Context: an optimization exercise on an open-source flow, tuned for small area and a short achievable clock period. The choices shown serve that exercise and are no tape-out recipe.
Where RTL was checked, it was by simulation tests only, not by an equivalence proof against the original.
For runs 1 and 2, only the layout was checked, not whether the RTL still works.

==> flow/design.v <==
`timescale 1ns / 1ps
module lab4_2( 
              input wire      mode,
              input wire[2:0] opCode,
              input wire[3:0] value,
              input clk,
              input reset,
              output reg[9:0] result,
              output reg cacheFull,
              output reg invalidOp,
              output reg overflow);
	reg [223:0] cache;
	reg [5:0]   counter;
	reg [5:0]   PN;           
	reg [3:0]   begin_PC;
	reg [9:0]   p1;           
	reg [11:0]  B3;           
	reg [6:0]   IR;           
	reg         last;         
	integer i;
	always @(posedge clk) begin
		for (i = 0; i < 32; i = i + 1)
			if (!counter[5] && counter[4:0] == i)
				cache[i*7 +: 7] <= {opCode, value};
	end
	wire [9:0] p0 = result;
	wire [2:0] op = IR[6:4];
	wire [3:0] v  = IR[3:0];
	wire is1 = op[0] & ~op[2];
	wire is2 = op[1] & ~op[2];
	wire ar  = ~op[2];
	wire [4:0] s1, s2, s3;
	genvar k;
	generate
		for (k = 0; k < 5; k = k + 1) begin : dig
			wire a1 = p0[2*k+1], a0 = p0[2*k];
			if (k == 0) begin : d0
				assign s1[k] = (is2 & ~a1 & a0) | is1;
			end else begin : dk
				assign s1[k] = is2 & ~a1 & a0;
			end
			assign s2[k] = is2 & a1 & ~a0;
			assign s3[k] = is2 & a1 & a0;
		end
	endgenerate
	wire [10:0] B2 = {p1, 1'b0};
	wire [9:0] r0 = ({10{s1[0]}} & p1)      | ({10{s2[0]}} & B2[9:0]) | ({10{s3[0]}} & B3[9:0]);
	wire [7:0] r1 = ({8{s1[1]}}  & p1[7:0]) | ({8{s2[1]}}  & B2[7:0]) | ({8{s3[1]}}  & B3[7:0]);
	wire [5:0] r2 = ({6{s1[2]}}  & p1[5:0]) | ({6{s2[2]}}  & B2[5:0]) | ({6{s3[2]}}  & B3[5:0]);
	wire [3:0] r3 = ({4{s1[3]}}  & p1[3:0]) | ({4{s2[3]}}  & B2[3:0]) | ({4{s3[3]}}  & B3[3:0]);
	wire [1:0] r4 = ({2{s1[4]}}  & p1[1:0]) | ({2{s2[4]}}  & B2[1:0]) | ({2{s3[4]}}  & B3[1:0]);
	wire [9:0] q  = p0 & {10{~op[1]}};
	wire t0;
	wire t1;
	wire t2;
	wire t3;
	wire t4;
	wire t5;
	wire t6;
	wire t7;
	wire t8;
	wire t9;
	wire t10;
	wire t11;
	wire t12;
	wire t13;
	wire t14;
	wire t15;
	wire t16;
	wire t17;
	wire t18;
	wire t19;
	wire t20;
	wire t21;
	wire t22;
	wire t23;
	wire t24;
	wire t25;
	wire t26;
	wire t27;
	wire t28;
	wire t29;
	wire t30;
	wire t31;
	wire t32;
	wire t33;
	wire t34;
	wire t35;
	wire t36;
	wire t37;
	wire t38;
	wire t39;
	wire t40;
	wire t41;
	wire t42;
	wire t43;
	wire t44;
	wire t45;
	wire t46;
	wire t47;
	assign t0 = q[6] ^ r0[6];
	assign t1 = q[6] & r0[6];
	assign t2 = q[7] ^ r0[7] ^ r1[5];
	assign t3 = (q[7] & r0[7]) | (q[7] & r1[5]) | (r0[7] & r1[5]);
	assign t4 = q[8] ^ r0[8] ^ r1[6];
	assign t5 = (q[8] & r0[8]) | (q[8] & r1[6]) | (r0[8] & r1[6]);
	assign t6 = r2[4] ^ r3[2];
	assign t7 = r2[4] & r3[2];
	assign t8 = q[9] ^ r0[9] ^ r1[7];
	assign t9 = (q[9] & r0[9]) | (q[9] & r1[7]) | (r0[9] & r1[7]);
	assign t10 = r2[5] ^ r3[3] ^ r4[1];
	assign t11 = (r2[5] & r3[3]) | (r2[5] & r4[1]) | (r3[3] & r4[1]);
	assign t12 = v[2] ^ q[2];
	assign t13 = v[2] & q[2];
	assign t14 = v[3] ^ q[3] ^ r0[3];
	assign t15 = (v[3] & q[3]) | (v[3] & r0[3]) | (q[3] & r0[3]);
	assign t16 = q[4] ^ r0[4] ^ r1[2];
	assign t17 = (q[4] & r0[4]) | (q[4] & r1[2]) | (r0[4] & r1[2]);
	assign t18 = q[5] ^ r0[5] ^ r1[3];
	assign t19 = (q[5] & r0[5]) | (q[5] & r1[3]) | (r0[5] & r1[3]);
	assign t20 = r1[4] ^ r2[2] ^ r3[0];
	assign t21 = (r1[4] & r2[2]) | (r1[4] & r3[0]) | (r2[2] & r3[0]);
	assign t22 = r2[3] ^ r3[1] ^ t2;
	assign t23 = (r2[3] & r3[1]) | (r2[3] & t2) | (r3[1] & t2);
	assign t24 = r4[0] ^ t4 ^ t6;
	assign t25 = (r4[0] & t4) | (r4[0] & t6) | (t4 & t6);
	assign t26 = t8 ^ t10 ^ t5;
	assign t27 = (t8 & t10) | (t8 & t5) | (t10 & t5);
	assign t28 = v[0] ^ q[0];
	assign t29 = v[0] & q[0];
	assign t30 = v[1] ^ q[1] ^ r0[1];
	assign t31 = (v[1] & q[1]) | (v[1] & r0[1]) | (q[1] & r0[1]);
	assign t32 = r0[2] ^ r1[0] ^ t12;
	assign t33 = (r0[2] & r1[0]) | (r0[2] & t12) | (r1[0] & t12);
	assign t34 = r1[1] ^ t14 ^ t13;
	assign t35 = (r1[1] & t14) | (r1[1] & t13) | (t14 & t13);
	assign t36 = r2[0] ^ t16 ^ t15;
	assign t37 = (r2[0] & t16) | (r2[0] & t15) | (t16 & t15);
	assign t38 = r2[1] ^ t18 ^ t17;
	assign t39 = (r2[1] & t18) | (r2[1] & t17) | (t18 & t17);
	assign t40 = t0 ^ t20 ^ t19;
	assign t41 = (t0 & t20) | (t0 & t19) | (t20 & t19);
	assign t42 = t1 ^ t22 ^ t21;
	assign t43 = (t1 & t22) | (t1 & t21) | (t22 & t21);
	assign t44 = t3 ^ t24 ^ t23;
	assign t45 = (t3 & t24) | (t3 & t23) | (t24 & t23);
	assign t46 = t7 ^ t26 ^ t25;
	assign t47 = (t7 & t26) | (t7 & t25) | (t26 & t25);
	wire [9:0]  ra = {t46, t44, t42, t40, t38, t36, t34, t32, t30, r0[0]};
	wire [9:0]  rb = {t45, t43, t41, t39, t37, t35, t33, t31, t29, t28};
	wire [10:0] S  = ra + rb;
	wire big = (s1[1] & (|p1[9:8])) | (s2[1] & (|p1[9:7])) | (s3[1] & (|B3[11:8])) |
	           (s1[2] & (|p1[9:6])) | (s2[2] & (|p1[9:5])) | (s3[2] & (|B3[11:6])) |
	           (s1[3] & (|p1[9:4])) | (s2[3] & (|p1[9:3])) | (s3[3] & (|B3[11:4])) |
	           (s1[4] & (|p1[9:2])) | (s2[4] & (|p1[9:1])) | (s3[4] & (|B3[11:2])) |
	           (s2[0] & p1[9]) | (s3[0] & (|B3[11:10]));
	wire ovf_ar = S[10] | t9 | t11 | t27 | t47 | big;
	reg [3:0] pop;
	always @* begin
		pop = 0;
		for (i = 0; i < 10; i = i + 1) pop = pop + p0[i];
	end
	wire [9:0] rev = {p0[0], p0[1], p0[2], p0[3], p0[4], p0[5], p0[6], p0[7], p0[8], p0[9]};
	reg [9:0] n;
	reg       ovf;
	always @* begin
		if (ar) begin
			n = S[9:0]; ovf = ovf_ar;
		end else begin
			ovf = 1'b0;
			case (op[1:0])
				2'd0:    n = {6'd0, pop};
				2'd1:    n = rev;
				default: n = p0;
			endcase
		end
	end
	wire       is6    = op[2] & op[1];
	wire [3:0] nbegin = is6 ? v : begin_PC;
	wire [4:0] npc    = last ? {1'b0, nbegin} : PN[4:0];
	wire [5:0] npn    = npc + 1'b1;
	wire       nvalid = ~last | ({2'b0, nbegin} < counter);
	wire [6:0] nent   = cache[npc*7 +: 7];
	wire [5:0] cnt1   = counter + 1'b1;
	always @(posedge clk or posedge reset) begin
		if (reset) begin
			result    <= 0;
			cacheFull <= 0;
			invalidOp <= 0;
			overflow  <= 0;
			counter   <= 0;
			PN        <= 6'd1;
			begin_PC  <= 0;
			p1        <= 0;
			B3        <= 0;
			IR        <= 0;
			last      <= 1'b1;
		end else if (mode) begin
			result   <= n;
			overflow <= ovf;
			p1       <= p0;
			B3       <= {2'b0, p0} + {1'b0, p0, 1'b0};
			begin_PC <= nbegin;
			PN       <= npn;
			IR       <= nvalid ? nent : 7'd0;
			last     <= npn >= counter;
		end else if (opCode[1:0] == 2'b11) begin
			invalidOp <= 1'b1;
		end else begin
			invalidOp <= 1'b0;
			if (counter[5]) cacheFull <= 1'b1;
			else begin
				counter <= cnt1;
				last    <= PN > counter;
				if (PN == cnt1) IR <= {opCode, value};
			end
		end
	end
endmodule
==> flow/flow/run.sh <==
#!/bin/bash
set -euo pipefail
bash standard.sh SETUP_SLACK_MARGIN=8.5 finish > standard.log 2>&1
==> flow/standard.sh <==
#!/bin/bash
# synth_recipe.tcl (not shown) runs the flow's synth.tcl, then flattens the netlist and writes it again
# the make line also repeats each setting of config.mk as NAME=value (left out here)
make -C /OpenROAD-flow-scripts/flow DESIGN_CONFIG=/design/flow/config.mk WORK_HOME=/design/flow/orfs CLKGATE_MAP_FILE= SYNTH_SCRIPT=/design/flow/synth_recipe.tcl "${@:-finish}"
==> flow/config.mk <==
export PLATFORM = sky130hd
export DESIGN_NAME = lab4_2
export DESIGN_NICKNAME = lab4_2
export VERILOG_FILES = /design/flow/design.v
export SDC_FILE = /design/flow/constraint.sdc
export NUM_CORES = 4
export LEC_CHECK = 0
export CAP_MARGIN = 20
export CORE_MARGIN = 2
export CORE_UTILIZATION = 40
export CTS_CLUSTER_DIAMETER = 100
export CTS_CLUSTER_SIZE = 24
export SLEW_MARGIN = 20
==> flow/constraint.sdc <==
create_clock -name core_clock -period 12.5 [get_ports {clk}]
set_input_delay 2.5000 -clock core_clock [delete_from_list [all_inputs] [get_ports {clk}]]
set_output_delay 2.5000 -clock core_clock [all_outputs]
set_load 0.01 [all_outputs]
==> results.yml, run 1 <==
yosys:
  syn_inst: 1237
  ys_seq_area_share_pct: 56.2
  synth_top_area_share_pct: 46.2
  async_flop_share_pct: 20.6
  synth.avg_cell_area_um2: 11.8
  synth_fp_nets: 1325
  ys_seq_elements: 282
  synth.area.top_cells: "edfxtp_1 46%, dfrtp_1 9.6%, mux2i_1 5.0%"
  synthFlopType: "edfxtp_1"
  yosys_warnings: 1
  synth_top_area_cell: "edfxtp_1"
  synth_edf_count: 224
  syn_area_mm2: 0.0146
  yosys.cell_types.count: 69
die:
  die_x_um: 195
  die_y_um: 195
  core-area_mm2: 0.0357
  initial_utilization_pct: 40.8
  die_area_mm2: 0.0380
  placement_rows: 69
  ios: 23
worst_setup_path:
  worstPathRequired_ns: 12.88
  path_class: "reg2reg"
  worst-endpoint-arrival_ns: 4.38
  critPathLaunchType: "flop"
  endpoint_kind: "flop"
  r2r_setup_slack_ns: 8.49
  worstPathMaxFanout: 8
routing:
  drt_pass1_iterations: 8
  drc: 0
  ant_nets: 0
  wl_per_cell_um: 22.3
  first_iter_violations: 968
  dr_total_vias: 9827
  drt-total-wl_mm: 38.8
  viasPerCell: 5.65
cells_and_area:
  antenna_cells: 0
  final_common_cell: "edfxtp_1"
  syn_to_final_growth_pct: 11.4
  fin_area_mm2: 0.0162
  n_fill_cell: 3348
  utilization_pct: 45.4
  fin_nets: 1356
  drive_above_1_share_pct: 13.6
  layout_common_cells: "224 x edfxtp_1, 175 x nand2_1, 88 x nor2_1"
cts:
  cts_max_path_buffers: 3
  root_buffer: "clkbuf_16"
  clkLatencyLatePin_ns: 0.53
  cts_made_buffers: 17
  clkSinkCount: 282
  cts.clk_slew.worst_paths_ns: 0.09
  cts_tree: "yes"
  htree_levels: 1
sta:
  fin_crit_ns: 4.01
  min_period_over_period_pct: 32.1
  hold_viol: 0
  maxSlewViolCount: 0
  worstMarginPinSlew_ns: 1.11
  max_freq_mhz: 249
  setup_viol: 0
  max_slew_margin_pct: 25.8
  fin_tns_setup_ns: 0
  rsz0062_at_grt: "true"
  fin_skew_ns: 0.0222
grt:
  grt_pass1_vias: 9532
  grt_max_degree: 60
  antenna_found_initial: 1
  grt_pass1_wl_mm: 58.4
  grtUsageTotal_pct: 20.1
  overflow: 0
run_status:
  status: "complete, no violations"
placement:
  hpwl_mm: 23.9
  gp_congestion: 0.910
  port_buffers: 22
  place_area_mm2: 0.0151
run:
  maxCapViolCount: 0
min_path:
  hold_path_class: "reg2reg"
sequential cells by signal (all words and copies together) (netlist names):
name / count
cache: 224
invalidOp: 1
cacheFull: 1
last: 1
result: 10
p1: 9
IR: 7
begin_PC: 4
B3: 12
overflow: 1
PN: 6
counter: 6
Yosys cell counts, types with 15 or more instances:
cell type	n
nor3_1	16
nor2_1	93
a31oi_1	18
ha_1	50
nand3_1	33
o21ai_0	48
mux2i_1	73
mux2_2	33
a21oi_1	65
clkbuf_1	37
inv_1	62
a21o_1	16
dfrtp_1	56
edfxtp_1	224
buf_4	19
nor2b_1	19
xnor2_1	15
fa_1	28
nand2_1	176
per-stage QoR:
stage / setup slack, ns / hold WS [ns] / cells
2_1_floorplan: 8.53 / 0.469 / 1237
3_3_place_gp: 7.67 / 0.460 / 1663
3_5_place_dp: 7.60 / 0.464 / 1663
4_1_cts: 8.50 / 0.486 / 1729
5_1_grt: 8.30 / 0.505 / 1740
6_report: 8.49 / 0.481 / 1740
repair_timing:
item	CTS	global route
endpoints found under the setup margin	28	15
resized for setup	52	17
gates cloned	1	2
hold buffers	0	0
pin swaps	15	9
hold endpoints to repair	0	0
setup buffers	35	9
area by class of cell:
cell class	count	area (um^2)	area share (%)
clock buffer	23	448	2.76
tap	461	577	3.55
clock inverter	7	75.1	0.463
multi-input combinational	820	5920	36.5
timing repair buffer	83	744	4.59
inverter	64	260	1.60
sequential	282	8210	50.6
per-layer routing:
layer  part of all wire (%)  vias to the layer above  GRT usage, %
met5                      0                        -             0
met4                    2.9                        0          5.85
met3                    5.7                       62          2.65
met2                     47                      314          33.2
met1                     44                     4935          27.9
li1                       -                     4516             -
cell families after synthesis:
logic type               Yosys count  share of synthesized area [%]
AND/OR/NAND/NOR                  381                           11.7
flip-flops                       282                           56.2
AO/OA/AOI/OAI                    228                           10.4
buffers and inverters            137                           4.48
multiplexers                     107                           7.66
adder cells (fa/ha/maj)           78                           8.14
XOR/XNOR                          24                           1.44
worst max-delay path, stage by stage, from the launching register on:
cell      delay (ns)
dfrtp_4         0.52
nor2b_4         0.14
buf_6           0.11
nand2_4         0.08
nor2_4          0.06
a222oi_1        0.38
inv_1           0.10
fa_1            0.49
inv_1           0.05
fa_2            0.34
fa_1            0.56
inv_2           0.05
ha_4            0.23
a21o_1          0.19
a41oi_2         0.18
xor2_1          0.16
o21ai_1         0.07
a21boi_2        0.16
final timing paths:
kind | startpoint | endpoint | depth (start not counted)
setup reg to reg | IR[5] | result[9] | 17
hold / removal | cacheFull | cacheFull | 1
setup / recovery | IR[5] | result[9] | 17
max in group asynchronous | reset | IR[5] | 3
min in group asynchronous | reset | result[7] | 3
hold reg to reg | cacheFull | cacheFull | 1
==> inputs of run 2 (changes only) <==
==> flow/run.sh (new file) <==
#!/bin/bash
# synth_recipe.tcl (not shown) runs the flow's synth.tcl, then flattens the netlist and writes it again
# the make line also repeats each setting of config.mk as NAME=value (left out here)
make -C /OpenROAD-flow-scripts/flow DESIGN_CONFIG=/design/flow/config.mk WORK_HOME=/design/flow/orfs CLKGATE_MAP_FILE= SYNTH_SCRIPT=/design/flow/synth_recipe.tcl finish
removed: flow/flow/run.sh
removed: flow/standard.sh
==> run 2 against run 1 <==
Still clean. Synthesized cell count unchanged. Final cell count down 3.0%. Core utilization down 1.8 points. Non-clock buffer count down 45. Via count down 2.9%. Sequential cell count unchanged. Hold slack worse by 0.014 ns. Die area unchanged. Maximum frequency down 20%. Wire length down 4.9%.
==> results.yml, run 2 <==
cts:
  cts_max_path_buffers: 3
  htree_levels: 1
  root_buffer: "clkbuf_16"
  clkLatencyLatePin_ns: 0.53
  postCtsSetupBuffers: 0
  post_cts_resized: 0
  cts.clk_slew.worst_paths_ns: 0.09
  hold_buffers: 0
  cts_tree: "yes"
  clkSinkCount: 282
  cts_made_buffers: 17
worst_setup_path:
  worst-endpoint-arrival_ns: 5.37
  timing.critical_path.cells: "nor2b_1 > buf_4 > nand2_1 > nor2_1 > a222oi_1 > inv_1 > fa_1 > inv_1 > fa_1 > fa_1 > inv_1 > ha_1 > a21o_1 > a41oi_1 > xor2_1 > o21ai_0 > a21boi_0"
  worstPathMaxFanout: 23
  critPathLaunchType: "flop"
  reg2regPathDepth: 17
  worstReg2RegStart: "IR[5]"
  worstPathRequired_ns: 12.86
  cp_slowest_stage_delay_ns: 0.90
  r2r_setup_slack_ns: 7.49
  endpoint_kind: "flop"
  r2r_end: "result[9]"
  slowest_stage: "dfrtp_1"
  path_class: "reg2reg"
routing:
  drc: 0
  ant_nets: 0
  drt-total-wl_mm: 36.9
  wl_per_cell_um: 21.9
  viasPerCell: 5.66
  drt_pass1_iterations: 5
  first_iter_violations: 933
  dr_total_vias: 9546
sta:
  maxSlewViolCount: 0
  min_period_over_period_pct: 40.1
  fin_tns_setup_ns: 0
  fin_skew_ns: 0.0241
  hold_viol: 0
  fin_crit_ns: 5.01
  worstMarginPinSlew_ns: 0.953
  setup_slack_ns: 7.49
  max_freq_mhz: 199
  rsz0062_at_grt: "false"
  setup_viol: 0
  max_slew_margin_pct: 36.3
placement:
  port_buffers: 22
  place_ws_ns: 7.52
  gp_congestion: 0.889
  hpwl_mm: 24.5
  place_area_mm2: 0.0151
yosys:
  synth_top_area_share_pct: 46.2
  ys_seq_elements: 282
  yosysMostFrequentCell: "edfxtp_1"
  yosys_warnings: 1
  synth_edf_count: 224
  synth.area.top_cells: "edfxtp_1 46%, dfrtp_1 9.6%, mux2i_1 5.0%"
  synthFlopType: "edfxtp_1"
  synth_common_cells: "224 x edfxtp_1, 176 x nand2_1, 93 x nor2_1, 73 x mux2i_1, 65 x a21oi_1"
  yosys.cell_types.count: 69
  synth_top_area_cell: "edfxtp_1"
  synth.avg_cell_area_um2: 11.8
  syn_area_mm2: 0.0146
  async_flop_share_pct: 20.6
  synth_fp_nets: 1325
  syn_inst: 1237
  ys_seq_area_share_pct: 56.2
grt:
  grt_pass1_wl_mm: 56.7
  antenna_found_initial: 0
  grt_max_degree: 62
  grtUsageTotal_pct: 19.3
  overflow: 0
  grt_pass1_vias: 9330
run_status:
  status: "complete, no violations"
cells_and_area:
  largest_reg_flops: 224
  antenna_cells: 0
  final_common_cell: "edfxtp_1"
  drive_above_1_share_pct: 7.66
  multi_input_area_mm2: 0.00574
  n_fill_cell: 3382
  seqCellArea_mm2: 0.00818
  fin_nets: 1309
  layout_common_cells: "224 x edfxtp_1, 176 x nand2_1, 93 x nor2_1"
  layout_top_registers: "cache (224), B3 (12), result (10)"
  largest-register: "cache"
  syn_to_final_growth_pct: 6.97
  fin_area_mm2: 0.0156
  utilization_pct: 43.6
die:
  die_x_um: 195
  die_area_mm2: 0.0380
  ios: 23
  core-area_mm2: 0.0357
  initial_utilization_pct: 40.8
  placement_rows: 69
  die_y_um: 195
min_path:
  holdPathEnd: "cacheFull"
  min_from: "cacheFull"
  hold_path_class: "reg2reg"
  min_path_cells: 1
run:
  maxCapViolCount: 0
run 2: changes by cell type in the layout (fill, tap and decap cells not counted), moves of 4 or more:
| cell | previous run | this run |
|---|---|---|
| clkbuf_1 | 6 | 1 |
| buf_6 | 5 | 0 |
| clkdlybuf4s50_1 | 13 | 21 |
| ha_1 | 45 | 50 |
| dlygate4sd2_1 | 8 | 0 |
| dfrtp_1 | 46 | 55 |
| nor2_4 | 4 | 0 |
| ha_4 | 4 | 0 |
| dfrtp_2 | 5 | 1 |
| nor2_1 | 88 | 93 |
| buf_4 | 52 | 16 |
| dfrtp_4 | 5 | 0 |
run 2: final cells by class:
class	count	area share, %
inverter	64	1.57
tap	461	3.70
multi-input combinational	818	36.8
sequential	282	52.5
clock buffer	18	2.75
timing repair buffer	38	2.15
clock inverter	7	0.466
run 2: critical path, delay by kind of cell, from the launching register on:
kind,cells,cell delay [ns]
flip-flops,1,0.90
XOR/XNOR,1,0.16
AO/OA/AOI/OAI,5,0.80
buffers and inverters,4,0.45
adder cells (fa/ha/maj),4,1.68
AND/OR/NAND/NOR,3,0.83
run 2: per-layer routing:
| layer | up-vias | GRT usage [%] | part of all wire [%] |
|---|---|---|---|
| met5 | - | 0 | 0 |
| li1 | 4416 | - | - |
| met4 | 0 | 5.40 | 2.7 |
| met1 | 4798 | 26.8 | 45 |
| met3 | 54 | 2.57 | 5.2 |
| met2 | 278 | 31.9 | 47 |
run 2: logic make-up after synthesis:
group / count (synthesis) / share of synthesized area, %
AOI/OAI and AO/OA: 228 / 10.4
xor gates and xnor gates: 24 / 1.44
adders and majority gates: 78 / 8.14
buffers and inverters: 137 / 4.48
DFF: 282 / 56.2
muxes: 107 / 7.66
and+or+nand+nor: 381 / 11.7
run 2: worst max path at each step:
stage                          from  cells past startpoint        end
after floorplan               IR[5]                     17  result[9]
after global routing          IR[5]                     17  result[9]
after CTS                     IR[6]                     17  result[9]
after detailed placement  opCode[0]                      6      IR[2]
final                         IR[5]                     17  result[9]
after global placement        IR[6]                     17  result[9]
run 2: per-stage QoR:
stage | instances | hold slack, ns
6_report | 1688 | 0.467
5_1_grt | 1688 | 0.514
4_1_cts | 1688 | 0.474
3_5_place_dp | 1663 | 0.451
3_3_place_gp | 1663 | 0.450
2_1_floorplan | 1237 | 0.469
==> inputs of run 3 (changes only) <==
--- a/flow/design.v
+++ b/flow/design.v
@@ -204,15 +204,18 @@
 			PN       <= npn;
 			IR       <= nvalid ? nent : 7'd0;
 			last     <= npn >= counter;
-		end else if (opCode[1:0] == 2'b11) begin
-			invalidOp <= 1'b1;
 		end else begin
-			invalidOp <= 1'b0;
-			if (counter[5]) cacheFull <= 1'b1;
-			else begin
-				counter <= cnt1;
-				last    <= PN > counter;
-				if (PN == cnt1) IR <= {opCode, value};
+			if (!counter[5] && PN == cnt1)
+				IR <= (opCode[1:0] == 2'b11) ? 7'd0 : {opCode, value};
+			if (opCode[1:0] == 2'b11) begin
+				invalidOp <= 1'b1;
+			end else begin
+				invalidOp <= 1'b0;
+				if (counter[5]) cacheFull <= 1'b1;
+				else begin
+					counter <= cnt1;
+					last    <= PN > counter;
+				end
 			end
 		end
 	end
==> flow/flow/run.sh (new file) <==
#!/bin/bash
# Standard layout with two changes to how it is made:
#  - timing repair is asked for more setup margin than the clock period
#    needs, so it keeps shortening the worst paths;
#  - the port buffers are buf_4 cells (every port still gets its buffer).
set -euo pipefail
bash standard.sh SETUP_SLACK_MARGIN=9 \
  "BUFFER_PORTS_ARGS=-buffer_cell sky130_fd_sc_hd__buf_4" finish > standard.log 2>&1
==> flow/standard.sh (new file) <==
#!/bin/bash
# synth_recipe.tcl (not shown) runs the flow's synth.tcl, then flattens the netlist and writes it again
# the make line also repeats each setting of config.mk as NAME=value (left out here)
make -C /OpenROAD-flow-scripts/flow DESIGN_CONFIG=/design/flow/config.mk WORK_HOME=/design/flow/orfs CLKGATE_MAP_FILE= SYNTH_SCRIPT=/design/flow/synth_recipe.tcl "${@:-finish}"
--- a/flow/config.mk
+++ b/flow/config.mk
@@ -8,6 +8,6 @@
 export CAP_MARGIN = 20
 export CORE_MARGIN = 2
 export CORE_UTILIZATION = 40
-export CTS_CLUSTER_DIAMETER = 100
-export CTS_CLUSTER_SIZE = 24
+export CTS_CLUSTER_DIAMETER = 120
+export CTS_CLUSTER_SIZE = 32
 export SLEW_MARGIN = 20
removed: flow/run.sh
==> run 3 against run 2 <==
Highest routed layer unchanged. Sequential share of layout area down 2.4 points. Global-route usage up 1.2 points. Critical path type is now reg2out. Sequential cell count unchanged. Clock skew down 0.0018 ns. Still clean. Clock-buffer cell count down 4. Core utilization up 2.3 points. Final cell count up 4.6%. Worst setup slack better by 1.2 ns.
==> results.yml, run 3 <==
run_status:
  status: "complete, no violations"
grt:
  grt_max_degree: 67
  overflow: 0
  grtUsageTotal_pct: 20.5
  grt_pass1_vias: 9864
  grt_pass1_wl_mm: 60.0
  antenna_found_initial: 0
cts:
  cts_max_path_buffers: 3
  clkSinkCount: 282
  cts_made_buffers: 13
  clkLatencyLatePin_ns: 0.52
  root_buffer: "clkbuf_16"
  hold_buffers: 0
  cts_tree: "yes"
  htree_levels: 1
  cts.clk_slew.worst_paths_ns: 0.11
yosys:
  synthFlopType: "edfxtp_1"
  syn_inst: 1257
  synth.avg_cell_area_um2: 11.5
  ys_seq_area_share_pct: 56.4
  yosysMostFrequentCell: "edfxtp_1"
  syn_area_mm2: 0.0145
  yosys_warnings: 1
  synth_common_cells: "224 x edfxtp_1, 198 x nand2_1, 97 x nor2_1, 79 x a21oi_1, 65 x inv_1"
  synth.area.top_cells: "edfxtp_1 46%, dfrtp_1 9.7%, nand2_1 5.1%"
  yosys.cell_types.count: 70
  async_flop_share_pct: 20.6
  synth_edf_count: 224
  ys_seq_elements: 282
  synth_top_area_share_pct: 46.4
  synth_top_area_cell: "edfxtp_1"
  synth_fp_nets: 1345
sta:
  fin_crit_ns: 3.77
  setup_viol: 0
  holdWs_ns: 0.512
  maxSlewViolCount: 0
  rsz0062_at_grt: "true"
  hold_viol: 0
  worstMarginPinSlew_ns: 0.938
  max_slew_margin_pct: 37.2
  max_freq_mhz: 265
  fin_tns_setup_ns: 0
  fin_skew_ns: 0.0223
  min_period_over_period_pct: 30.1
worst_setup_path:
  r2r_setup_slack_ns: 8.74
  crit_start: "result[5]"
  timing.critical_path.cells: "buf_12 > buf_6 > buf_6"
  slowest_stage: "dfrtp_1"
  worstPathRequired_ns: 10.00
  path_depth: 3
  reg2regPathDepth: 16
  r2r_end: "result[9]"
  crit_end: "result[5]"
  crit_buf_inv: 3
  cpMostUsedCell: "buf_6"
  critPathTopFamily: "flip-flops"
  endpoint_kind: "primary output"
  worstPathMaxFanout: 4
  critPathLaunchType: "flop"
  path_class: "reg2out"
  cp_slowest_stage_delay_ns: 0.41
  worst-endpoint-arrival_ns: 1.27
  worstReg2RegStart: "IR[5]"
cells_and_area:
  largest_reg_flops: 224
  layout_top_registers: "cache (224), B3 (12), result (10)"
  instances_no_fill: 1765
  final_common_cell: "edfxtp_1"
  syn_to_final_growth_pct: 12.8
  antenna_cells: 0
  fin_area_mm2: 0.0164
  layout_common_cells: "224 x edfxtp_1, 196 x nand2_1, 93 x nor2_1"
  drive_above_1_share_pct: 17.4
  fin_nets: 1388
  largest-register: "cache"
run:
  maxCapViolCount: 0
min_path:
  min_path_cells: 2
  hold_path_class: "reg2reg"
  min_from: "PN[0]"
die:
  die_area_mm2: 0.0378
  initial_utilization_pct: 40.7
  ios: 23
  core-area_mm2: 0.0357
  placement_rows: 69
  die_y_um: 194
  die_x_um: 194
routing:
  drc: 0
  drt_pass1_iterations: 18
  dr_total_vias: 10076
  drt-total-wl_mm: 39.2
  first_iter_violations: 978
  ant_nets: 0
  viasPerCell: 5.71
  wl_per_cell_um: 22.2
placement:
  place_inst: 1678
  hpwl_mm: 24.4
  gp_congestion: 0.896
  place_area_mm2: 0.0150
  port_buffers: 22
[run 3: cell types whose count changed in the layout (fill, tap and decap cells not counted), sizes merged, moves of 7 or more]
cell           delta
o21ai            -15
a21oi            +17
nand2            +26
clkdlybuf4s50    -21
mux2i            -13
buf              +78
mux2             -10
nor4              +8
o221ai            -7
a22oi            +10
[run 3: through the flow]
step,utilization (%),worst slack [ns]
finish,45.9,8.73
global placement,42.0,7.90
floorplan,-,8.86
detailed placement,42.0,7.75
global route,45.9,8.59
CTS,45.2,8.75
[run 3: timing repair]
action | in CTS | in global routing
pin swaps | 27 | 31
resized for setup | 91 | 38
setup endpoints to repair | 32 | 32
endpoints found under the hold margin | 0 | 0
setup buffers | 53 | 14
cloned | 1 | 0
[run 3: cells by family after synthesis]
logic type | after synthesis | share of synthesized area, %
and+or+nand+nor | 418 | 12.7
DFF | 282 | 56.4
buffers and inverters | 137 | 4.65
adders and majority gates | 78 | 8.18
AOI/OAI and AO/OA | 233 | 10.6
muxes | 84 | 5.99
xor gates and xnor gates | 25 | 1.51
[run 3: per-layer routing]
metal | track usage [%] | vias to the layer above | wire (um)
met2 | 34.6 | 349 | 18700
met4 | 7.95 | 0 | 1570
met5 | 0 | - | 0
li1 | - | 4606 | -
met1 | 27.5 | 5037 | 16900
met3 | 2.03 | 84 | 2130
[run 3: cell type report]
cell class	instances	area, um^2
Clock buffer	14	350
Clock inverter	5	47.5
Fill cell	3229	19300
Inverter	68	308
Multi-Input combinational cell	839	6000
Sequential cell	282	8210
Tap cell	461	577
Timing Repair Buffer	96	883
[run 3: worst min path at each step]
stage,endpoint,slack [ns]
after floorplan,begin_PC[0],0.47
final,PN[0],0.51
after global routing,PN[0],0.52
after global placement,cacheFull,0.45
after CTS,PN[0],0.51
after detailed placement,cacheFull,0.46
[run 3: tightest hold or removal path: stages, from the launching register on]
cell and delay [ns]:
dfstp_2 0.40, nor2_1 0.08, a21oi_1 0.05
==> inputs of run 4 (changes only) <==
--- a/flow/config.mk
+++ b/flow/config.mk
@@ -7,7 +7,7 @@
 export LEC_CHECK = 0
 export CAP_MARGIN = 20
 export CORE_MARGIN = 2
-export CORE_UTILIZATION = 40
-export CTS_CLUSTER_DIAMETER = 120
-export CTS_CLUSTER_SIZE = 32
+export CORE_UTILIZATION = 60
+export CTS_CLUSTER_DIAMETER = 100
+export CTS_CLUSTER_SIZE = 24
 export SLEW_MARGIN = 20
==> run 4 against run 3 <==
Still clean on timing, DRC and antenna. Maximum frequency decreased by 0.42%. Clock skew up 0.0095 ns. Final cell count fell by 8.1%. Wire length shrank 1.7%. Hold slack lost 0.0039 ns. Critical path type unchanged. Cell area down 1.3%. Die area is 33% lower. Largest cell class unchanged. Synthesized cell count did not move.
==> results.yml, run 4 <==
worst_setup_path:
  critPathTopFamily: "flip-flops"
  crit_buf_inv: 2
  reg2regPathDepth: 15
  r2r_end: "result[9]"
  worstPathRequired_ns: 10.00
  slowest_stage: "dfrtp_4"
  r2r_setup_slack_ns: 8.78
  worstReg2RegStart: "IR[5]"
  worstPathMaxFanout: 5
  critPathLaunchType: "flop"
  timing.critical_path.cells: "buf_6 > buf_6"
  cpMostUsedCell: "buf_6"
  path_class: "reg2out"
  cp_slowest_stage_delay_ns: 0.54
  worst-endpoint-arrival_ns: 1.28
  endpoint_kind: "primary output"
sta:
  fin_tns_setup_ns: 0
  rsz0062_at_grt: "true"
  max_freq_mhz: 264
  fin_crit_ns: 3.78
  hold_viol: 0
  max_slew_margin_pct: 31.2
  maxSlewViolCount: 0
  fin_skew_ns: 0.0318
  setup_slack_ns: 8.72
  min_period_over_period_pct: 30.3
  setup_viol: 0
  worstMarginPinSlew_ns: 1.03
cts:
  root_buffer: "clkbuf_16"
  cts.clk_slew.worst_paths_ns: 0.09
  cts_max_path_buffers: 3
  clkSinkCount: 282
  htree_levels: 1
  clkLatencyLatePin_ns: 0.51
  cts_made_buffers: 16
  cts_tree: "yes"
grt:
  antenna_found_initial: 0
  grt_pass1_wl_mm: 59.3
  busiest_layer: "met2"
  use_met3_pct: 3.80
  grt_pass1_vias: 9956
  overflow: 0
  grtUsageTotal_pct: 30.6
  globalRouteMet2Util_pct: 48.6
  grt_max_degree: 61
  grt.met1_usage_pct: 42.3
run_status:
  status: "complete, no violations"
routing:
  viasPerCell: 6.32
  drc: 0
  first_iter_violations: 1108
  ant_nets: 0
  drt-total-wl_mm: 38.6
  drt_pass1_iterations: 6
  dr_total_vias: 10256
  wl_per_cell_um: 23.8
cells_and_area:
  drive_above_1_share_pct: 16.6
  final_common_cell: "edfxtp_1"
  syn_to_final_growth_pct: 11.3
  fin_nets: 1382
  largest-register: "cache"
  antenna_cells: 0
  layout_common_cells: "224 x edfxtp_1, 196 x nand2_1, 93 x nor2_1"
  layout_top_registers: "cache (224), B3 (12), result (10)"
  largest_reg_flops: 224
die:
  die_y_um: 159
  die_area_mm2: 0.0254
  ios: 23
  die_x_um: 159
  placement_rows: 56
  core-area_mm2: 0.0236
  initial_utilization_pct: 61.4
yosys:
  synth_top_area_share_pct: 46.4
  yosys.cell_types.count: 70
  ys_seq_area_share_pct: 56.4
  syn_area_mm2: 0.0145
  synth_top_area_cell: "edfxtp_1"
  ys_seq_elements: 282
  synth_common_cells: "224 x edfxtp_1, 198 x nand2_1, 97 x nor2_1, 79 x a21oi_1, 65 x inv_1"
  synth_fp_nets: 1345
  yosys_warnings: 1
  synthFlopType: "edfxtp_1"
  synth.avg_cell_area_um2: 11.5
  synth.area.top_cells: "edfxtp_1 46%, dfrtp_1 9.7%, nand2_1 5.1%"
  async_flop_share_pct: 20.6
  synth_edf_count: 224
  syn_inst: 1257
  yosysMostFrequentCell: "edfxtp_1"
min_path:
  holdPathEnd: "PN[0]"
  hold_path_class: "reg2reg"
  min_from: "PN[0]"
  min_path_cells: 2
placement:
  gp_congestion: 0.929
  hpwl_mm: 24.4
  port_buffers: 22
  place_ws_ns: 7.77
run:
  maxCapViolCount: 0
[run 4: worst max path at each step]
stage                   start        end  slack (ns)  depth (start not counted)
floorplan               IR[6]  result[9]        8.86                         17
global placement        IR[5]  result[8]        7.91                         13
detailed placement      IR[5]  result[8]        7.77                         13
CTS                 result[0]  result[0]        8.81                          1
global route        result[6]  result[9]        8.60                         16
finish              result[7]  result[7]        8.72                          2
[run 4: area by class of cell]
type	instances	area, um^2
multi-input combinational	840	5980
tap	319	399
clock buffer	24	452
sequential	282	8200
inverter	68	298
clock inverter	3	41.3
timing repair buffer	86	783
fill	1762	7460
[run 4: cell families after synthesis]
family	Yosys count	synth area share (%)
xor+xnor	25	1.51
buf+inv	137	4.65
flops	282	56.4
compound gates	233	10.6
mux	84	5.99
simple gates	418	12.7
fa+ha+maj	78	8.18
[run 4: worst min-delay path, delay by kind of cell, from the launching register on]
kind / cells / cell delay, ns
flip-flops: 1 / 0.39
AND/OR/NAND/NOR: 1 / 0.08
AO/OA/AOI/OAI: 1 / 0.04
[run 4: per-layer routing]
layer / vias up / part of all wire, %
li1: 4589 / -
met1: 5050 / 40
met2: 497 / 46
met3: 120 / 7.9
met4: 0 / 5.3
met5: - / 0
[run 4: through the flow]
step	util, %	hold slack, ns	cell area [um^2]	instances
2_1_floorplan	-	0.469	14600	1257
5_1_grt	68.4	0.520	16200	1622
4_1_cts	67.4	0.511	15900	1610
3_3_place_gp	62.7	0.441	14800	1536
6_report	68.4	0.508	16200	1622
3_5_place_dp	62.7	0.464	14800	1536
[run 4: what timing repair did]
action                     4_1_cts  5_1_grt
setup endpoints to repair       31       32
cloned                           1        1
hold buffers                     0        0
gates resized for setup         78       38
buffers inserted                46       11
pin swaps                       19       37
==> inputs of run 5 (changes only) <==
--- a/flow/config.mk
+++ b/flow/config.mk
@@ -5,9 +5,10 @@
 export SDC_FILE = /design/flow/constraint.sdc
 export NUM_CORES = 4
 export LEC_CHECK = 0
+export ABC_AREA = 1
 export CAP_MARGIN = 20
 export CORE_MARGIN = 2
-export CORE_UTILIZATION = 60
+export CORE_UTILIZATION = 40
 export CTS_CLUSTER_DIAMETER = 100
 export CTS_CLUSTER_SIZE = 24
 export SLEW_MARGIN = 20
==> run 5 against run 4 <==
Via count increased by 8.2%. Sequential share of layout area decreased by 1.4 points. Wire length increased by 5.1%. Maximum frequency decreased by 9.4%. First-iteration DRC count decreased by 17%. Critical endpoint is now overflow. Register-to-register slack got worse by 0.46 ns.
==> results.yml, run 5 <==
sta:
  maxSlewViolCount: 0
  fin_tns_setup_ns: 0
  holdWs_ns: 0.491
  fin_crit_ns: 4.18
  max_slew_margin_pct: 34.5
  max_freq_mhz: 240
  fin_skew_ns: 0.0310
  setup_viol: 0
  worstMarginPinSlew_ns: 0.979
  setup_slack_ns: 8.32
  min_period_over_period_pct: 33.4
  hold_viol: 0
  rsz0062_at_grt: "true"
grt:
  overflow: 0
  grt_pass1_wl_mm: 63.2
  grt_pass1_vias: 10853
  grtUsageTotal_pct: 21.2
  antenna_found_initial: 0
  grt_max_degree: 67
routing:
  dr_wl_met3_mm: 1.95
  viasPerCell: 5.48
  first_iter_violations: 922
  route.top_layer_used: "met4"
  wl_per_cell_um: 20.0
  drt-total-wl_mm: 40.5
  wl_met1_mm: 17.9
  drc: 0
  dr_total_vias: 11093
  drt_pass1_iterations: 5
  wl_met2_mm: 19.4
  ant_nets: 0
worst_setup_path:
  endpoint_kind: "flop"
  path_class: "reg2reg"
  worst-endpoint-arrival_ns: 4.60
  worstPathRequired_ns: 12.92
  worstPathMaxFanout: 5
  critPathLaunchType: "flop"
cts:
  cts.clk_slew.worst_paths_ns: 0.10
  clkSinkCount: 282
  clkLatencyLatePin_ns: 0.52
  cts_tree: "yes"
  root_buffer: "clkbuf_16"
  htree_levels: 1
  cts_made_buffers: 16
  cts_max_path_buffers: 3
  hold_buffers: 0
cells_and_area:
  utilization_pct: 45.6
  largest-register: "cache"
  antenna_cells: 0
  n_fill_cell: 3429
  final_common_cell: "nand2_1"
  syn_to_final_growth_pct: 13.0
  fin_area_mm2: 0.0166
  layout_common_cells: "336 x nand2_1, 278 x nand3_1, 224 x edfxtp_1"
  largest_reg_flops: 224
  drive_above_1_share_pct: 13.0
  fin_nets: 1639
  instances_no_fill: 2024
  layout_top_registers: "cache (224), B3 (12), result (10)"
yosys:
  syn_inst: 1521
  yosys.cell_types.count: 44
  async_flop_share_pct: 20.6
  ys_seq_elements: 282
  synth_fp_nets: 1609
  yosysMostFrequentCell: "nand2_1"
  synth_top_area_cell: "edfxtp_1"
  synth_edf_count: 224
  synth.avg_cell_area_um2: 9.66
  yosys_warnings: 1
  synth_common_cells: "343 x nand2_1, 282 x nand3_1, 224 x edfxtp_1, 132 x inv_1, 107 x nor2_1"
  syn_area_mm2: 0.0147
  synthFlopType: "edfxtp_1"
  synth_top_area_share_pct: 45.8
  synth.area.top_cells: "edfxtp_1 46%, nand3_1 9.6%, dfrtp_1 9.5%"
  ys_seq_area_share_pct: 55.6
placement:
  place_inst: 1947
  port_buffers: 22
  gp_congestion: 0.884
  hpwl_mm: 26.2
  place_ws_ns: 7.50
  place_area_mm2: 0.0152
die:
  die_area_mm2: 0.0383
  ios: 23
  initial_utilization_pct: 40.3
  die_x_um: 196
  placement_rows: 70
  core-area_mm2: 0.0364
  die_y_um: 196
run_status:
  status: "complete, no violations"
run:
  maxCapViolCount: 0
min_path:
  hold_path_class: "reg2reg"
==> run 5: cell count changes in the layout (fill, tap and decap cells not counted), sizes merged, moves of 23 or more <==
cell,previous run,this run
mux2,23,0
inv,66,129
nand2,202,346
nand3,41,283
mux2i,61,0
o21ai,33,63
a21oi,82,53
==> run 5: kinds of logic (layout without fill, tap and decap cells) <==
kind of cell               after synthesis  after routing  share of synthesized area [%]
and+or+nand+nor                        768            768                           22.5
xor gates and xnor gates                12             12                          0.715
adders and majority gates               78             78                           8.07
AOI/OAI and AO/OA                      171            171                           6.88
DFF                                    282            282                           55.6
buffers and inverters                  210            245                           6.15
==> run 5: what timing repair did <==
item | 4_1_cts | 5_1_grt
endpoints found under the hold margin | 0 | 0
pin swaps | 25 | 25
gates cloned | 0 | 1
resized for setup | 85 | 42
endpoints found under the setup margin | 37 | 35
setup buffers | 42 | 11
==> run 5: worst max-delay path: stages (launching register included) <==
cell	delay (ns)
dfrtp_4	0.45
clkinvlp_4	0.13
nand2_8	0.14
clkinv_8	0.06
a32oi_4	0.37
buf_4	0.18
buf_6	0.08
buf_6	0.08
o221ai_2	0.11
fa_1	0.55
inv_1	0.06
fa_2	0.45
fa_1	0.50
inv_1	0.06
ha_4	0.17
a21oi_2	0.12
nand3_1	0.07
nand3b_1	0.16
nor2_1	0.12
nand3_2	0.08
nand2_1	0.08
nand2_1	0.05
==> run 5: area by class of cell <==
cell class | count | area [um^2] | area share, %
multi-input combinational | 1029 | 6010 | 36.2
clock inverter | 4 | 37.5 | 0.226
sequential | 282 | 8200 | 49.3
inverter | 137 | 564 | 3.40
tap | 468 | 586 | 3.52
clock buffer | 19 | 433 | 2.61
timing repair buffer | 85 | 788 | 4.74
==> run 5: path summary, 6_finish.rpt <==
path                             startpoint          end  slack (ns)  cells after the start
min in group asynchronous             reset   counter[0]        2.22                      3
worst min register to register  begin_PC[3]  begin_PC[3]        0.49                      2
worst max register to register        IR[6]     overflow        8.32                     21
worst max-delay path                  IR[6]     overflow        8.32                     21
worst min-delay path            begin_PC[3]  begin_PC[3]        0.49                      2
max in group asynchronous             reset        IR[6]        9.66                      3
==> run 5: layer usage <==
| layer | track usage [%] | vias up |
|---|---|---|
| li1 | - | 5282 |
| met1 | 29.3 | 5404 |
| met2 | 35.2 | 334 |
| met3 | 2.08 | 73 |
| met4 | 7.52 | 0 |
| met5 | 0 | - |
==> inputs of run 6 (changes only) <==
--- a/flow/config.mk
+++ b/flow/config.mk
@@ -5,7 +5,6 @@
 export SDC_FILE = /design/flow/constraint.sdc
 export NUM_CORES = 4
 export LEC_CHECK = 0
-export ABC_AREA = 1
 export CAP_MARGIN = 20
 export CORE_MARGIN = 2
 export CORE_UTILIZATION = 40
==> run 6 against run 5 <==
Via count down 10%. Still clean. Critical path depth shrank 19. Highest routed layer unchanged. Non-clock buffer count decreased by 1. Critical path type is now reg2out. Hold slack gained 0.020 ns. Critical endpoint is now result[9]. Sequential share of layout area up 1.1 points.
==> results.yml, run 6 <==
cts:
  root_buffer: "clkbuf_16"
  clkLatencyLatePin_ns: 0.52
  cts.clk_slew.worst_paths_ns: 0.10
  cts_tree: "yes"
  cts_made_buffers: 16
  hold_buffers: 0
  cts_max_path_buffers: 3
  htree_levels: 1
  clkSinkCount: 282
min_path:
  holdPathEnd: "PN[0]"
  hold_path_class: "reg2reg"
  min_from: "PN[0]"
  min_path_cells: 2
routing:
  drt-total-wl_mm: 39.0
  viasPerCell: 5.68
  wl_per_cell_um: 22.2
  drc: 0
  first_iter_violations: 935
  ant_nets: 0
  dr_total_vias: 9988
  drt_pass1_iterations: 17
worst_setup_path:
  path_class: "reg2out"
  worstPathRequired_ns: 10.00
  worst-endpoint-arrival_ns: 1.31
  r2r_setup_slack_ns: 8.76
  worstPathMaxFanout: 3
  critPathLaunchType: "flop"
  worstReg2RegStart: "IR[5]"
  endpoint_kind: "primary output"
  r2r_end: "result[9]"
  reg2regPathDepth: 16
grt:
  grtUsageTotal_pct: 20.5
  grt_max_degree: 67
  grt_pass1_wl_mm: 59.8
  overflow: 0
  grt_pass1_vias: 9880
  antenna_found_initial: 0
yosys:
  syn_inst: 1257
  ys_seq_elements: 282
  synth.area.top_cells: "edfxtp_1 46%, dfrtp_1 9.7%, nand2_1 5.1%"
  yosysMostFrequentCell: "edfxtp_1"
  ys_seq_area_share_pct: 56.4
  synthFlopType: "edfxtp_1"
  synth_top_area_share_pct: 46.4
  yosys.cell_types.count: 70
  yosys_warnings: 1
  synth_common_cells: "224 x edfxtp_1, 198 x nand2_1, 97 x nor2_1, 79 x a21oi_1, 65 x inv_1"
  async_flop_share_pct: 20.6
  synth_edf_count: 224
  synth_top_area_cell: "edfxtp_1"
  synth_fp_nets: 1345
  synth.avg_cell_area_um2: 11.5
  syn_area_mm2: 0.0145
cells_and_area:
  syn_to_final_growth_pct: 12.2
  n_fill_cell: 3268
  antenna_cells: 0
  layout_common_cells: "224 x edfxtp_1, 196 x nand2_1, 92 x nor2_1"
  largest-register: "cache"
  fin_nets: 1379
  drive_above_1_share_pct: 16.5
  layout_top_registers: "cache (224), B3 (12), result (10)"
  largest_reg_flops: 224
  final_common_cell: "edfxtp_1"
sta:
  fin_tns_setup_ns: 0
  max_slew_margin_pct: 47.8
  hold_viol: 0
  setup_viol: 0
  worstMarginPinSlew_ns: 0.782
  min_period_over_period_pct: 30.5
  fin_crit_ns: 3.81
  fin_skew_ns: 0.0404
  maxSlewViolCount: 0
  max_freq_mhz: 263
  rsz0062_at_grt: "true"
run:
  maxCapViolCount: 0
run_status:
  status: "complete, no violations"
die:
  ios: 23
  die_area_mm2: 0.0378
  core-area_mm2: 0.0357
  initial_utilization_pct: 40.7
  die_x_um: 194
  die_y_um: 194
  placement_rows: 69
placement:
  hpwl_mm: 24.4
  port_buffers: 22
  gp_congestion: 0.896
==> run 6: final cells by class <==
cell class | count | area (um^2) | share of cell area (%)
flip-flops and latches | 282 | 8210 | 50.4
repair buffers | 84 | 746 | 4.58
well taps | 461 | 577 | 3.54
multi-input cells | 839 | 5980 | 36.8
clock inverters | 4 | 37.5 | 0.231
inverters | 68 | 293 | 1.80
clock buffers | 19 | 433 | 2.66
==> run 6: critical path, stage by stage, from the launching register on <==
cell and delay, ns:
dfrtp_4 0.52, buf_4 0.16, buf_6 0.12
==> run 6: how the worst max path moves through the flow <==
stage	from	to
finish	result[9]	result[9]
global route	IR[5]	result[9]
CTS	result[1]	result[1]
detailed placement	IR[5]	result[8]
global placement	IR[5]	result[8]
floorplan	IR[6]	result[9]
==> run 6: per-stage QoR <==
step,utilization (%),instance area [um^2],hold WS (ns),worst slack (ns),instances
floorplan,-,14600,0.469,8.86,1257
global placement,42.0,15000,0.451,7.90,1678
detailed placement,42.0,15000,0.458,7.75,1678
CTS,45.4,16200,0.510,8.74,1754
global route,45.6,16300,0.516,8.60,1757
finish,45.6,16300,0.511,8.69,1757
==> run 6: metal layers <==
layer / vias up / wire length [um] / global-route usage, %
met4: 0 / 1500 / 7.89
li1: 4571 / - / -
met1: 4963 / 16700 / 27.6
met2: 368 / 18500 / 34.2
met5: - / 0 / 0
met3: 86 / 2270 / 2.05
==> run 6: kinds of logic after synthesis <==
| kind of cell | Yosys count | synth area share [%] |
|---|---|---|
| buffers and inverters | 137 | 4.65 |
| multiplexers | 84 | 5.99 |
| flip-flops | 282 | 56.4 |
| AO/OA/AOI/OAI | 233 | 10.6 |
| AND/OR/NAND/NOR | 418 | 12.7 |
| adder cells (fa/ha/maj) | 78 | 8.18 |
| XOR/XNOR | 25 | 1.51 |
==> run 6: what timing repair did <==
item / 4_1_cts / 5_1_grt
setup endpoints to repair: 32 / 31
resized for setup: 93 / 16
gates cloned: 1 / 0
pin swaps: 30 / 6
buffers inserted: 52 / 3
==> inputs of run 7 (changes only) <==
--- a/flow/config.mk
+++ b/flow/config.mk
@@ -11,3 +11,4 @@
 export CTS_CLUSTER_DIAMETER = 100
 export CTS_CLUSTER_SIZE = 24
 export SLEW_MARGIN = 20
+export TNS_END_PERCENT = 5
==> run 7 against run 6 <==
Still clean. Via count shrank 0.13%. Core utilization down 0.71 points. First-iteration DRC count decreased by 5.6%. Register-to-register slack worse by 0.08 ns. Clock-buffer cell count is 1 higher. Cell area shrank 1.6%. Synthesized cell count did not move. Highest routed layer unchanged.
==> results.yml, run 7 <==
die:
  die_y_um: 194
  ios: 23
  core-area_mm2: 0.0357
  die_area_mm2: 0.0378
  placement_rows: 69
  die_x_um: 194
  initial_utilization_pct: 40.7
routing:
  drc: 0
  viasPerCell: 5.71
  drt_pass1_iterations: 9
  dr_total_vias: 9975
  ant_nets: 0
  first_iter_violations: 883
  wl_per_cell_um: 22.0
  drt-total-wl_mm: 38.4
placement:
  gp_congestion: 0.888
  place_inst: 1678
  port_buffers: 22
  hpwl_mm: 24.6
yosys:
  synth_top_area_cell: "edfxtp_1"
  yosys.cell_types.count: 70
  ys_seq_area_share_pct: 56.4
  synth.area.top_cells: "edfxtp_1 46%, dfrtp_1 9.7%, nand2_1 5.1%"
  async_flop_share_pct: 20.6
  synth_edf_count: 224
  synth_fp_nets: 1345
  synth_top_area_share_pct: 46.4
  synth_common_cells: "224 x edfxtp_1, 198 x nand2_1, 97 x nor2_1, 79 x a21oi_1, 65 x inv_1"
  synth.avg_cell_area_um2: 11.5
  yosys_warnings: 1
  syn_inst: 1257
  ys_seq_elements: 282
  synthFlopType: "edfxtp_1"
  syn_area_mm2: 0.0145
  yosysMostFrequentCell: "edfxtp_1"
worst_setup_path:
  critPathLaunchType: "flop"
  worst-endpoint-arrival_ns: 1.36
  cp_slowest_stage_delay_ns: 0.47
  worstPathMaxFanout: 2
  path_class: "reg2out"
  endpoint_kind: "primary output"
  slowest_stage: "dfrtp_2"
  worstPathRequired_ns: 10.00
  cpMostUsedCell: "buf_6"
  timing.critical_path.cells: "buf_4 > buf_6 > buf_6"
sta:
  fin_crit_ns: 3.86
  fin_skew_ns: 0.0383
  holdWs_ns: 0.477
  hold_viol: 0
  fin_tns_setup_ns: 0
  min_period_over_period_pct: 30.9
  setup_viol: 0
  max_freq_mhz: 259
  max_slew_margin_pct: 37.7
  worstMarginPinSlew_ns: 0.931
  maxSlewViolCount: 0
  rsz0062_at_grt: "true"
cts:
  htree_levels: 1
  cts_tree: "yes"
  cts_made_buffers: 16
  cts_max_path_buffers: 3
  hold_buffers: 0
  clkLatencyLatePin_ns: 0.52
  root_buffer: "clkbuf_16"
  cts.clk_slew.worst_paths_ns: 0.09
  clkSinkCount: 282
cells_and_area:
  antenna_cells: 0
  fin_nets: 1369
  largest-register: "cache"
  largest_reg_flops: 224
  syn_to_final_growth_pct: 10.4
  layout_top_registers: "cache (224), B3 (12), result (10)"
  instances_no_fill: 1747
  drive_above_1_share_pct: 14.6
  final_common_cell: "edfxtp_1"
  layout_common_cells: "224 x edfxtp_1, 196 x nand2_1, 95 x nor2_1"
min_path:
  hold_path_class: "reg2reg"
grt:
  grt_pass1_vias: 9843
  grt_pass1_wl_mm: 59.5
  grt_max_degree: 67
  overflow: 0
  grtUsageTotal_pct: 20.4
  antenna_found_initial: 0
run:
  maxCapViolCount: 0
run_status:
  status: "complete, no violations"
-- run 7: changes by cell type in the layout (fill, tap and decap cells not counted), sizes merged --
cell and change:
inv +1, nor2 +1, buf -10, clkinv -2
-- run 7: cells by family (layout without fill, tap and decap cells) --
| family | Yosys count | count (layout) | share of synthesized area [%] |
|---|---|---|---|
| AO/OA/AOI/OAI | 233 | 233 | 10.6 |
| adder cells (fa/ha/maj) | 78 | 78 | 8.18 |
| buffers and inverters | 137 | 164 | 4.65 |
| XOR/XNOR | 25 | 25 | 1.51 |
| AND/OR/NAND/NOR | 418 | 420 | 12.7 |
| flip-flops | 282 | 282 | 56.4 |
| multiplexers | 84 | 84 | 5.99 |
-- run 7: worst paths after layout --
kind,end,slack (ns),start,depth (start not counted)
setup reg to reg,result[9],8.68,IR[5],14
setup / recovery,result[1],8.64,result[1],3
max in group asynchronous,result[9],9.69,reset,3
hold / removal,cacheFull,0.48,cacheFull,1
hold reg to reg,cacheFull,0.48,cacheFull,1
min in group asynchronous,PN[5],2.21,reset,3
-- run 7: final cells by class --
type / count / area, um^2
well taps: 461 / 577
multi-input cells: 840 / 5900
clock buffers: 20 / 437
clock inverters: 3 / 35.0
fillers: 3277 / 19600
flip-flops and latches: 282 / 8210
inverters: 68 / 284
repair buffers: 73 / 577
-- run 7: worst max-delay path: cells and delay by family, from the launching register on --
family / cells / cell delay, ns
buf+inv: 3 / 0.38
flops: 1 / 0.47
-- run 7: what timing repair did --
action	4_1_cts	5_1_grt
setup buffers	34	10
pin swaps	7	14
gates cloned	2	0
gates resized for setup	41	20
endpoints found under the setup margin	37	36
-- run 7: layer usage --
metal / GRT usage, % / share of wire, % / up-vias
li1: - / - / 4567
met1: 27.9 / 44 / 4990
met2: 34.0 / 47 / 331
met3: 2.41 / 5.6 / 87
met4: 6.75 / 3.4 / 0
met5: 0 / 0 / -
-- run 7: stage by stage --
step | utilization (%) | setup slack (ns) | cell area (um^2)
2_1_floorplan | - | 8.79 | 14600
3_3_place_gp | 42.0 | 7.90 | 15000
3_5_place_dp | 42.0 | 7.72 | 15000
4_1_cts | 44.4 | 8.74 | 15800
5_1_grt | 44.9 | 8.55 | 16000
6_report | 44.9 | 8.64 | 16000
==> inputs of run 8 (changes only) <==
--- a/flow/config.mk
+++ b/flow/config.mk
@@ -10,5 +10,5 @@
 export CORE_UTILIZATION = 40
 export CTS_CLUSTER_DIAMETER = 100
 export CTS_CLUSTER_SIZE = 24
+export PLACE_DENSITY = 0.8
 export SLEW_MARGIN = 20
-export TNS_END_PERCENT = 5
==> run 8 against run 7 <==
Non-clock buffer count is 16 higher. Sequential cell count unchanged. Clock-buffer cell count rose by 3. Register-to-register slack lost 0.11 ns. Cell area grew 2.4%. Critical path depth increased by 13. Maximum frequency down 1.9%. Synthesized cell count stayed put. Hold slack better by 0.024 ns.
==> results.yml, run 8 <==
cells_and_area:
  drive_above_1_share_pct: 16.6
  antenna_cells: 0
  fin_nets: 1386
  layout_common_cells: "224 x edfxtp_1, 195 x nand2_1, 93 x nor2_1"
  layout_top_registers: "cache (224), B3 (12), result (10)"
  syn_to_final_growth_pct: 13.0
  fin_area_mm2: 0.0164
  final_common_cell: "edfxtp_1"
  largest_reg_flops: 224
  utilization_pct: 46.0
  largest-register: "cache"
yosys:
  synth_common_cells: "224 x edfxtp_1, 198 x nand2_1, 97 x nor2_1, 79 x a21oi_1, 65 x inv_1"
  syn_inst: 1257
  async_flop_share_pct: 20.6
  synthSimpleGateAreaFrac_pct: 12.7
  synth.area.top_cells: "edfxtp_1 46%, dfrtp_1 9.7%, nand2_1 5.1%"
  synthFlopType: "edfxtp_1"
  synth_adder_area_share_pct: 8.18
  yosys_warnings: 1
  synthMuxAreaShare_pct: 5.99
  synth_fp_nets: 1345
  synth.avg_cell_area_um2: 11.5
  synth_edf_count: 224
  synth_compound_area_share_pct: 10.6
  yosysMostFrequentCell: "edfxtp_1"
  yosys.cell_types.count: 70
  ys_seq_area_share_pct: 56.4
  syn_area_mm2: 0.0145
  synth_top_area_cell: "edfxtp_1"
  ys_seq_elements: 282
  synth_top_family_by_area: "simple AND/OR/NAND/NOR gates"
  synth_top_area_share_pct: 46.4
  synth_xor_area_share_pct: 1.51
cts:
  clkSinkCount: 282
  hold_buffers: 0
  cts_tree: "yes"
  root_buffer: "clkbuf_16"
  cts.clk_slew.worst_paths_ns: 0.11
  clkLatencyLatePin_ns: 0.51
  cts_max_path_buffers: 3
  htree_levels: 1
  cts_made_buffers: 16
worst_setup_path:
  crit_buf_inv: 5
  slowest_stage: "dfrtp_4"
  critPathTopFamily: "adder cells"
  endpoint_kind: "flop"
  cp_slowest_stage_delay_ns: 0.53
  worstPathRequired_ns: 12.89
  path_depth: 16
  critPathLaunchType: "flop"
  path_class: "reg2reg"
  worstPathMaxFanout: 8
  worst-endpoint-arrival_ns: 4.32
  reg2regPathDepth: 16
  timing.critical_path.cells: "buf_12 > nand2_8 > nor3_4 > buf_4 > a222oi_1 > inv_1 > fa_1 > inv_1 > fa_1 > inv_1 > fa_1 > ha_4 > nand2_2 > o2111a_1 > a31oi_1 > o21bai_1"
sta:
  fin_skew_ns: 0.0169
  worstMarginPinSlew_ns: 0.880
  rsz0062_at_grt: "true"
  max_slew_margin_pct: 41.4
  min_period_over_period_pct: 31.5
  hold_viol: 0
  setup_viol: 0
  fin_crit_ns: 3.93
  max_freq_mhz: 254
  fin_tns_setup_ns: 0
  maxSlewViolCount: 0
routing:
  first_iter_violations: 1392
  ant_nets: 0
  dr_total_vias: 10475
  drt_pass1_iterations: 6
  drc: 0
  drt-total-wl_mm: 38.9
  viasPerCell: 5.92
  wl_per_cell_um: 22.0
placement:
  port_buffers: 22
  hpwl_mm: 23.1
  place_area_mm2: 0.0150
  gp_congestion: 0.962
grt:
  overflow: 0
  antenna_found_initial: 0
  grt_max_degree: 59
  grtUsageTotal_pct: 20.0
  grt_pass1_wl_mm: 59.8
  grt_pass1_vias: 10459
die:
  initial_utilization_pct: 40.7
  die_area_mm2: 0.0378
  die_x_um: 194
  core-area_mm2: 0.0357
  die_y_um: 194
  placement_rows: 69
  ios: 23
run:
  maxCapViolCount: 0
run_status:
  status: "complete, no violations"
min_path:
  min_path_cells: 2
  hold_path_class: "reg2reg"
==> run 8: tightest hold or removal path, stage by stage, from the launching register on <==
cell and delay [ns]:
dfstp_2 0.38, nor2_1 0.08, a21oi_1 0.04
==> run 8: kinds of logic (layout without fill, tap and decap cells) <==
logic type	count (synthesis)	count (layout)
buffers and inverters	137	185
multiplexers	84	84
XOR/XNOR	25	25
flip-flops	282	282
adder cells (fa/ha/maj)	78	78
AND/OR/NAND/NOR	418	419
AO/OA/AOI/OAI	233	235
==> run 8: final timing paths <==
kind / start / end / slack, ns
hold reg to reg: PN[0] / PN[0] / 0.50
setup reg to reg: IR[5] / result[9] / 8.57
setup / recovery: IR[5] / result[9] / 8.57
max in group asynchronous: reset / result[9] / 9.67
min in group asynchronous: reset / B3[0] / 2.23
hold / removal: PN[0] / PN[0] / 0.50
==> run 8: final cells by class <==
type	count	area, um^2
sequential	282	8210
multi-input combinational	841	5990
timing repair buffer	89	836
clock buffer	23	427
fill	3077	19300
inverter	68	289
tap	461	577
clock inverter	5	77.6
==> run 8: what timing repair did <==
action / 4_1_cts / 5_1_grt
pin swaps: 6 / 11
gates cloned: 3 / 1
setup endpoints to repair: 36 / 28
gates resized for setup: 75 / 24
endpoints found under the hold margin: 0 / 0
setup buffers: 51 / 7
==> run 8: metrics by stage <==
stage / worst slack, ns / instances / hold slack, ns
after global placement: 7.81 / 1679 / 0.472
after floorplan: 8.86 / 1257 / 0.469
after global routing: 8.45 / 1769 / 0.543
after CTS: 8.74 / 1761 / 0.508
after detailed placement: 7.54 / 1679 / 0.467
final: 8.57 / 1769 / 0.501
==> run 8: per-layer routing <==
| metal | track usage, % | part of all wire (%) |
|---|---|---|
| met1 | 26.0 | 39 |
| met5 | 0 | 0 |
| met4 | 8.40 | 4.9 |
| met2 | 33.3 | 47 |
| met3 | 3.38 | 9.4 |

==> separate check: timing with driven ports <==
Ports are ideal in the flow. The routed layouts listed here were re-timed in OpenROAD. Step 1 sets driving cells, clkbuf_16 on the clock port and buf_2 on the other inputs (assumed; they add their load-dependent delay and slew). Step 2 moves the port delays by t, midway between the first and last clock arrival at a register: inputs arrive t later, outputs are due t later. That takes back most of the time a late clock gives input paths. Slacks: no drivers / after step 1 / after step 2; pairs: no drivers / after step 1.
run | t, ns | slack for setup (ns) | worst setup path at the end | latest minus earliest clock arrival (ns) | worst slew at a driven data input, ns
run 1 | 0.572 | 8.492 / 8.485 / 8.059 | input to register | 0.023 / 0.023 | 0.03
run 2 | 0.565 | 7.486 / 7.486 / 7.486 | register to register | 0.025 / 0.024 | 0.03
run 3 | 0.548 | 8.733 / 8.685 / 8.446 | input to register | 0.033 / 0.033 | 0.04
run 4 | 0.547 | 8.717 / 8.666 / 8.432 | input to register | 0.033 / 0.033 | 0.04
run 5 | 0.558 | 8.325 / 8.325 / 8.325 | register to register | 0.035 / 0.035 | 0.07
run 6 | 0.547 | 8.693 / 8.645 / 8.476 | input to register | 0.041 / 0.042 | 0.04
run 7 | 0.553 | 8.640 / 8.592 / 8.390 | input to register | 0.039 / 0.039 | 0.03
run 8 | 0.560 | 8.566 / 8.566 / 8.475 | input to register | 0.018 / 0.017 | 0.04
After both steps every run listed still meets setup and hold. The setup slack of run 1, which loses most, moves by -0.007 ns with the drivers and by -0.433 ns with both steps.
